This is an optimization exercise on Yosys and OpenROAD, whose aim is small area and a short achievable clock period, not a production implementation.
In this exercise RTL edits were held to simulation tests only and were not proved equivalent to the original.
No activity file was given, so power comes from the tool's default toggle rates.

## flow/design.v (module list and top-level ports; edited modules follow where they fit)
// module mac_cs: 897 lines
// module sub_array: 117 lines
// module resa_subarray: 29 lines
module resa_subarray (
    input  wire         clk,
    input  wire         rst,
    input  wire [1:0]   dataflow_sel,
    input  wire         stationary_sel,
    input  wire [63:0]  array_ifmap_in,
    input  wire [63:0]  array_weight_in,
    input  wire [127:0] array_psum_in_v,
    input  wire [127:0] array_psum_in_h,
    output wire [63:0]  array_ifmap_out,
    output wire [63:0]  array_weight_out,
    output wire [127:0] array_psum_out_v,
    output wire [127:0] array_psum_out_h
);
  // ...
==> flow/run.sh <==
#!/bin/bash
# synth_recipe.tcl (not shown) runs the flow's synth.tcl, then flattens the netlist and writes it again
# the make line also repeats each setting of config.mk as NAME=value (left out here)
make -C /OpenROAD-flow-scripts/flow DESIGN_CONFIG=/design/flow/config.mk WORK_HOME=/design/flow/orfs CLKGATE_MAP_FILE= SYNTH_SCRIPT=/design/flow/synth_recipe.tcl finish
==> flow/config.mk <==
export PLATFORM = sky130hd
export DESIGN_NAME = resa_subarray
export DESIGN_NICKNAME = resa_subarray
export VERILOG_FILES = /design/flow/design.v
export SDC_FILE = /design/flow/constraint.sdc
export NUM_CORES = 4
export LEC_CHECK = 0
export CAP_MARGIN = 20
export CORE_MARGIN = 2
export CORE_UTILIZATION = 55
export PLACE_DENSITY = 0.65
export SETUP_SLACK_MARGIN = 5.0
export SLEW_MARGIN = 20
==> flow/constraint.sdc <==
create_clock -name core_clock -period 10.0 [get_ports {clk}]
set_input_delay 2.0000 -clock core_clock [delete_from_list [all_inputs] [get_ports {clk}]]
set_output_delay 2.0000 -clock core_clock [all_outputs]
set_load 0.01 [all_outputs]
==> reports/results.tsv, run 1 <==
stage	metric	value	unit
route	post-route ant nets	0	
pwr	Seq. pwr	7.87	mW
outcome	status	no timing/DRC/antenna violations	
clock_network	clk sink count	1622	
place	placed cell count	11440	
die	Core ar.	169100	um^2
global_route	vias in the first global route	68500	
die	Tap Count	2218	
pwr	PD cells	212.1	nW/um^2
synthesis	top cell type's share of synthesized area	0.2357	
sta	Worst slew margin	0.2234	
synthesis	register area share after synthesis	0.3755	
route	routed wl met2	128.6	mm
synthesis	register bit total from synthesis	1622	
job	MaxCap Viol Count	0	
route	routed length on met3	15.81	mm
pwr	Reg power frac	0.344	
setup_path	Top Family by Delay on Critical Path	compound AO/OA/AOI/OAI gates	
setup_path	CP Data Arrival Time	3.89	ns
cells_and_area	sequential share of cell area	0.3258	
global_route	GRT overflow	0	
die	Initial Util	0.5525	
die	Placement Rows	151	
pwr	Internal	14.81	mW
cells_and_area	Layout Utilization	0.6370	
clock_network	CTS Hold Bufs	0	
sta	min setup slack post-route	4.111	ns
cells_and_area	Non-clock buffer share	0.05994	
global_route	initial antenna violation count	13	
die	I/O Pins	773	
place	pre-CTS setup slack	3.277	ns
global_route	M2 GR Usage	0.5179	
cells_and_area	comb_multi_in	5814	
die	Die Footprint	173200	um^2
cells_and_area	Signal inverters	1183	
clock_network	Root Driver	clkbuf_16	
==> module sub_array, before the edit <==
module sub_array (
    input  wire         clk,
    input  wire         rst,
    input  wire [1:0]   dataflow_sel,
    input  wire         stationary_sel,
    input  wire [63:0]  array_ifmap_in,
    input  wire [63:0]  array_weight_in,
    input  wire [127:0] array_psum_in_v,
    input  wire [127:0] array_psum_in_h,
    output wire [63:0]  array_ifmap_out,
    output wire [63:0]  array_weight_out,
    output wire [127:0] array_psum_out_v,
    output wire [127:0] array_psum_out_h
);
    wire m_os  = (dataflow_sel == 2'b10);
    wire m_clr = (dataflow_sel == 2'b11);
    wire m_mac = ~dataflow_sel[1];
    wire ld_x0 = (dataflow_sel == 2'b00);
    reg [3:0] v0, v2;
    reg       mac_d;
    reg [2:1] pv;
    wire [3:0] v0i = {v0[2:0], 1'b1};    
    always @(posedge clk or posedge rst) begin
        if (rst) begin
            v0 <= 4'd0;
            v2 <= 4'd0;
            mac_d <= 1'b0;
            pv <= 2'd0;
        end else begin
            v0 <= {4{m_os}} & v0i;
            v2 <= {4{~m_clr}} & {v2[2:0], 1'b1};
            mac_d <= m_mac;
            pv <= {2{m_mac}} & {pv[1], 1'b1};
        end
    end
    reg  [255:0] d0;             
    reg  [255:0] d2;             
    wire [255:0] x0, x2;         
    reg  [255:0] lb;             
    wire [255:0] lbn;            
    always @(posedge clk) begin
        d0 <= x0;
        d2 <= x2;
    end
    always @(posedge clk or posedge rst) begin
        if (rst) lb <= 256'd0;
        else     lb <= lbn;
    end
    genvar r, c;
    generate
        for (r = 0; r < 4; r = r + 1) begin: row
            for (c = 0; c < 4; c = c + 1) begin: col
                wire x0_ok = v0i[c];
                wire x2_ok;
                if (c == 0) begin: w0
                    assign x0[16*(4*(r)+(c)) +: 16] = array_ifmap_in[16*r +: 16];
                end else begin: wn
                    assign x0[16*(4*(r)+(c)) +: 16] = d0[16*(4*(r)+(c-1)) +: 16];
                end
                if (r == 0) begin: n0
                    assign x2[16*(4*(r)+(c)) +: 16] = array_weight_in[16*c +: 16];
                    assign x2_ok = 1'b1;
                end else begin: nn
                    assign x2[16*(4*(r)+(c)) +: 16] = d2[16*(4*(r-1)+(c)) +: 16];
                    assign x2_ok = v2[r-1];
                end
                wire ld_zero = ld_x0 ? ~x0_ok : ~x2_ok;
                assign lbn[16*(4*(r)+(c)) +: 16] = stationary_sel ?
                    ((ld_x0 ? x0[16*(4*(r)+(c)) +: 16] : x2[16*(4*(r)+(c)) +: 16]) & {16{~ld_zero}}) :
                    lb[16*(4*(r)+(c)) +: 16];
            end
        end
        for (c = 0; c < 4; c = c + 1) begin: pcol
            reg  [15:0] a1;              
            reg  [16:0] a2;              
            reg  [17:0] s3;              
            reg  [31:0] pd1, pd2, pd3;   
            reg  [31:0] ox, oy;          
            wire [16:0] a2n = (mac_d ? {1'b0, a1} : 17'd0) + {1'b0, lb[16*(4*(1)+(c)) +: 16]};
            wire [17:0] s3n = (mac_d ? {1'b0, a2} : 18'd0) + {2'b0, lb[16*(4*(2)+(c)) +: 16]};
            wire [15:0] x0_3 = x0[16*(4*(3)+(c)) +: 16] & {16{v0i[c]}};
            wire [15:0] x2_3 = x2[16*(4*(3)+(c)) +: 16] & {16{v2[2]}};
            wire [17:0] s_keep = s3n + {2'b0, lb[16*(4*(3)+(c)) +: 16]};
            wire [17:0] s_x0   = s3n + {2'b0, x0_3};
            wire [17:0] s_x2   = s3n + {2'b0, x2_3};
            wire [17:0] s3m = m_mac ?
                (stationary_sel ? (dataflow_sel[0] ? s_x2 : s_x0) : s_keep) :
                (stationary_sel ? {2'b0, x2_3} : {2'b0, lb[16*(4*(3)+(c)) +: 16]});
            wire w3_ok = ~m_clr & v2[1];
            wire [31:0] mx, my;
            mac_cs u_mac (.a(d2[16*(4*(2)+(c)) +: 16]), .b(s3), .p(pd3), .x(mx), .y(my));
            always @(posedge clk) begin
                a1  <= lb[16*(4*(0)+(c)) +: 16];
                a2  <= a2n;
                s3  <= s3m & {18{w3_ok}};
                pd1 <= array_psum_in_v[32*c +: 32];
                pd2 <= pd1;
                pd3 <= pd2 & {32{m_mac & pv[2]}};
            end
            always @(posedge clk or posedge rst) begin
                if (rst) begin
                    ox <= 32'd0;
                    oy <= 32'd0;
                end else begin
                    ox <= mx & {32{m_mac}};
                    oy <= my & {32{m_mac}};
                end
            end
            assign array_psum_out_v[32*c +: 32] = ox + oy;
            assign array_weight_out[16*c +: 16] = d2[16*(4*(3)+(c)) +: 16] & {16{v2[3]}};
        end
        for (r = 0; r < 4; r = r + 1) begin: orow
            assign array_ifmap_out[16*r +: 16] = d0[16*(4*(r)+(3)) +: 16] & {16{v0[3]}};
        end
    endgenerate
    assign array_psum_out_h = array_psum_in_h;
endmodule
==> run 2, diff against run 1 <==
--- a/flow/design.v
+++ b/flow/design.v
@@ -979,5 +979,6 @@
             wire [15:0] x2_3 = x2[16*(4*(3)+(c)) +: 16] & {16{v2[2]}};
-            wire [17:0] s_keep = s3n + {2'b0, lb[16*(4*(3)+(c)) +: 16]};
-            wire [17:0] s_x0   = s3n + {2'b0, x0_3};
-            wire [17:0] s_x2   = s3n + {2'b0, x2_3};
+            wire [17:0] s_keep, s_x0, s_x2;
+            add18 u_keep (.a(s3n), .b(lb[16*(4*(3)+(c)) +: 16]), .y(s_keep));
+            add18 u_x0   (.a(s3n), .b(x0_3), .y(s_x0));
+            add18 u_x2   (.a(s3n), .b(x2_3), .y(s_x2));
             wire [17:0] s3m = m_mac ?
@@ -1005,3 +1006,3 @@
             end
-            assign array_psum_out_v[32*c +: 32] = ox + oy;
+            add32 u_out (.a(ox), .b(oy), .y(array_psum_out_v[32*c +: 32]));
             assign array_weight_out[16*c +: 16] = d2[16*(4*(3)+(c)) +: 16] & {16{v2[3]}};
@@ -1014,2 +1015,16 @@
 endmodule
+module add18 (
+    input  wire [17:0] a,
+    input  wire [15:0] b,
+    output wire [17:0] y
+);
+    assign y = a + {2'b0, b};
+endmodule
+module add32 (
+    input  wire [31:0] a,
+    input  wire [31:0] b,
+    output wire [31:0] y
+);
+    assign y = a + b;
+endmodule
 module resa_subarray (
--- a/flow/config.mk
+++ b/flow/config.mk
@@ -13 +13,2 @@
 export SLEW_MARGIN = 20
+export SYNTH_HIERARCHICAL = 1
==> reports/results.tsv, run 2 <==
stage	metric	value	unit	change
synthesis	Avg Cell Area, Syn	9.804	um^2	
clock_network	clock latency on the worst-skew pair	0.87	ns	
setup_path	WS Path Type	reg -> out		
setup_path	CP max stage delay	0.42	ns	
pwr	sw frac	0.3860		
synthesis	count leader, synth	inv_1		
setup_path	CP Data Arrival Time	3.37	ns	-0.52 ns
synthesis	simple logic cell fraction of the synthesized area	0.1646		
sta	Pins Over Slew Limit	0		
place	GPL Wtd Cong	0.9384		
synthesis	largest area contributor in the netlist	dfxtp_1		
synthesis	net count after synthesis	12810		
clock_network	Root Driver	clkbuf_16		
clock_network	CTS H-tree depth	4		
cells_and_area	synthesis-to-finish area growth	13.45	%	
sta	min setup slack post-route	4.631	ns	+0.5192 ns
pwr	Internal	16.01	mW	+8.1%
sta	measured slew at the worst slew-check pin	1.095	ns	
cells_and_area	NumNets Final	12920		
cells_and_area	most common cell after layout, fill and taps aside	inv_1		
cells_and_area	Layout Cells excl Fill	13690		
die	I/O Pins	773		unchanged
sta	minimum clock period	5.369	ns	
pwr	maximum VDD drop	0.0001687	V	
global_route	vias in the first global route	80820		+18%
cells_and_area	Multi-input gate area	65160	um^2	
global_route	initial antenna violation count	16		+3
synthesis	mux contribution to synthesized area	0.02871		
cells_and_area	layout cells sized above 1	0.1111		
place	HPWL Detailed	233.0	mm	
place	pre-CTS setup slack	4.525	ns	+1.248 ns
die	die height	444.4	um	
pwr	Clk pwr share	0.262		
sta	Hold Fails Final Rpt	0		
cells_and_area	commonest cells after routing, fill and taps aside	1199 x inv_1, 1176 x and2_1, 1098 x dfxtp_1, 1024 x fa_1, 842 x nand2_1		
die	Placement Rows	161		+6.6%
synthesis	Unique masters post-synth	94		
synthesis	Cell Area, Synth	106700	um^2	
route	routed length on met3	20.76	mm	+31%
pwr	Switch Pwr	10.07	mW	
global_route	GRT overflow	0		unchanged
route	# DRC	0		
pwr	Tot Pwr	26.08	mW	
route	Top Layer Used	met5		
clock_network	Reg clk slew, reported paths	0.06	ns	
synthesis	largest family of logic cells by synthesized area	adder cells		
global_route	global-route wire length before repair	487.8	mm	
cells_and_area	Top Registers	u_array.d0: 256 flops, u_array.d2: 256 flops, u_array.lb: 256 flops		
setup_path	CP required	8.00	ns	
route	vias after detailed routing	77480		
synthesis	area share of xor/xnor cells in the synthesized design	0.03136		
die	Die Footprint	197500	um^2	+14%
route	vias per cell	5.661		
route	DRT iter0 DRCs	5954		
route	average wire per standard cell	23.36	um	
synthesis	register area share after synthesis	0.3289		-0.04663
synthesis	Post-synth ARST share	0.3218		
clock_network	clk sink count	1622		unchanged
pwr	Reg power frac	0.305		-0.039
sta	fin crit share	0.5369		
clock_network	clk buf depth	3		
synthesis	complex-gate fraction of the synthesized area	0.1067		
synthesis	most frequent cells after synthesis	1201 x inv_1, 1181 x and2_1, 1100 x dfxtp_1, 1028 x fa_1, 850 x nand2_1		
setup_path	Max stage delay cell, worst path	dfrtp_1		
setup_path	FF-to-FF setup slack	5.19	ns	
clock_network	TritonCTS buffer count	173		
die	Initial Util	0.5539		+0.001401
clock_network	CTS tree	built		
synthesis	area share of fa/ha/maj cells after synthesis	0.2525		
hold_path	Min-Delay Path Class	reg -> reg		
place	port bufs	516		
pwr	Leakage	53.53	nW	
sta	# setup viols final	0		
cells_and_area	Fillers	15980		
route	post-route ant nets	0		unchanged
die	Core ar.	192600	um^2	+14%
sta	setup TNS	0	ns	
route	routed wl met2	147.6	mm	+15%
synthesis	Syn Inst Count	10880		
sta	Worst Skew	0.07726	ns	
setup_path	CP Cell Sequence	ha_4 -> a211oi_2 -> o21ai_2 -> o21bai_4 -> a22oi_4 -> a311oi_4 -> buf_4 -> nor4_1 -> or3_4 -> buf_6		
job	MaxCap Viol Count	0		unchanged
clock_network	CTS Hold Bufs	0		unchanged
sta	Worst slew margin	0.2698		+0.04641
synthesis	register bit total from synthesis	1622		unchanged
route	metal1 wirelength	139.3	mm	
place	placed cell count	13190		+15%
sta	RSZ-0062 raised after global routing	yes		
outcome	status	no timing/DRC/antenna violations		
sta	fmax	186.2	MHz	
setup_path	worst-path fanout max	3		
synthesis	Yosys Warn Count	7		
die	Die W	444.4	um	
global_route	pin count of the biggest net entering global routing	183		
setup_path	Setup crit end kind	primary output		
pwr	Gate power share	0.433		
synthesis	Main synth FF type	dfxtp_1		
synthesis	ranking of synthesized cells by area	dfxtp_1 21%, fa_1 19%, dfrtp_1 12%		
route	Total Wirelength	319.7	mm	
synthesis	Post-synth EDFFs	0		
route	drt first pass iters	6		
global_route	gr usage total	0.3221		
cells_and_area	Storage cell area	35100	um^2	
synthesis	top cell type's share of synthesized area	0.2064		-0.02927
pwr	PD cells	215.5	nW/um^2	+1.6%
setup_path	Startpoint Class	flop		
-- run 2: per-stage QoR --
step / util / area (um^2) / hold WS (ns)
after CTS: 0.6189 / 119200 / 0.3143
after global placement: 0.5765 / 111000 / 0.3104
final: 0.6284 / 121000 / 0.3057
after global routing: 0.6283 / 121000 / 0.3138
after detailed placement: 0.5765 / 111000 / 0.3121
after floorplan: - / 106700 / 0.3096
-- run 2: repair_timing --
item | 4_1_cts | 5_1_grt
buffers inserted | 92 | 63
endpoints found under the setup margin | 176 | 131
endpoints found under the hold margin | 0 | 0
pin swaps | 161 | 131
gates resized for setup | 651 | 303
-- run 2: layout make-up --
class,count,share of cell area
Inverter,1201,0.03728
Timing Repair Buffer,765,0.05673
Tap cell,2526,0.02612
Multi-Input combinational cell,7235,0.5384
Sequential cell,1622,0.2900
Clock buffer,231,0.04146
Antenna cell,9,0.0001861
Clock inverter,97,0.009801
-- run 2: modules after synthesis, one instance, submodules excluded, a selection --
module	times used	area (um^2)	flops+latches
add18	12	905.9	0
add32	4	1744	0
mac_cs	4	8295	0
sub_array	1	55640	1622
-- run 2: cell families (layout without fill, tap and decap cells) --
group | count (synthesis) | in the layout
muxes | 284 | 284
buffers and inverters | 2024 | 2294
other | 0 | 9
xor gates and xnor gates | 382 | 382
AOI/OAI and AO/OA | 1687 | 1687
and+or+nand+nor | 3346 | 3346
DFF | 1622 | 1622
adders and majority gates | 1536 | 1536
-- run 2: path summary, 6_finish.rpt --
kind | end | cells after the start | startpoint
max | array_psum_out_v[127] | 10 | u_array.pcol[3].oy[1]
min | u_array.pcol[3].pd2[6] | 0 | u_array.pcol[3].pd1[6]
max reg2reg | u_array.pcol[0].s3[15] | 21 | u_array.pv[1]
max in group asynchronous | u_array.pcol[2].ox[1] | 4 | rst
min reg2reg | u_array.pcol[3].pd2[6] | 0 | u_array.pcol[3].pd1[6]
min in group asynchronous | u_array.lb[60] | 2 | rst
-- run 2: power groups by stage --
stage                     clock, mW  sequential, mW  combinational, mW
after detailed placement          0            8.02               10.8
after CTS                      6.93            7.93               10.9
after global routing           7.21            8.01               12.7
after floorplan                   0            7.58               9.23
after global placement            0            8.02               10.6
final                          6.83            7.96               11.3
-- run 2: worst max-delay path, delay by kind of cell (launching register included) --
family / cells / cell delay (ns)
AOI/OAI and AO/OA: 5 / 1.14
adders and majority gates: 1 / 0.26
buffers and inverters: 2 / 0.31
DFF: 1 / 0.42
and+or+nand+nor: 2 / 0.38
-- run 2: metal layers --
layer / GRT usage / up-vias
li1: - / 35080
met1: 0.4421 / 39000
met2: 0.5183 / 2770
met3: 0.05130 / 631
met4: 0.1142 / 2
met5: 0.001465 / -

what the ideal ports hide:
How much do the figures lean on ideal ports? The routed layouts below were timed once more, with nothing changed but the port constraints.
Step 1 assumes that a clkbuf_16 drives the clock port and a buf_2 every other input.
Step 2 moves the port delays by t, midway between the first and last clock arrival at a register: inputs arrive t later, outputs are due t later. That takes back most of the time a late clock gives input paths.
a / b / c = ideal / step 1 / step 2; a / b = the first two.
run	t, ns	setup WS [ns]	worst data-port slew with drivers (ns)
run 1	0.926	4.111 / 4.014 / 4.271	0.17
run 2	0.923	4.631 / 4.538 / 4.604	0.16
After both steps setup and hold are still met in every run listed. The setup slack of run 2, which loses most, moves by -0.093 ns with the drivers and by -0.027 ns with both steps.
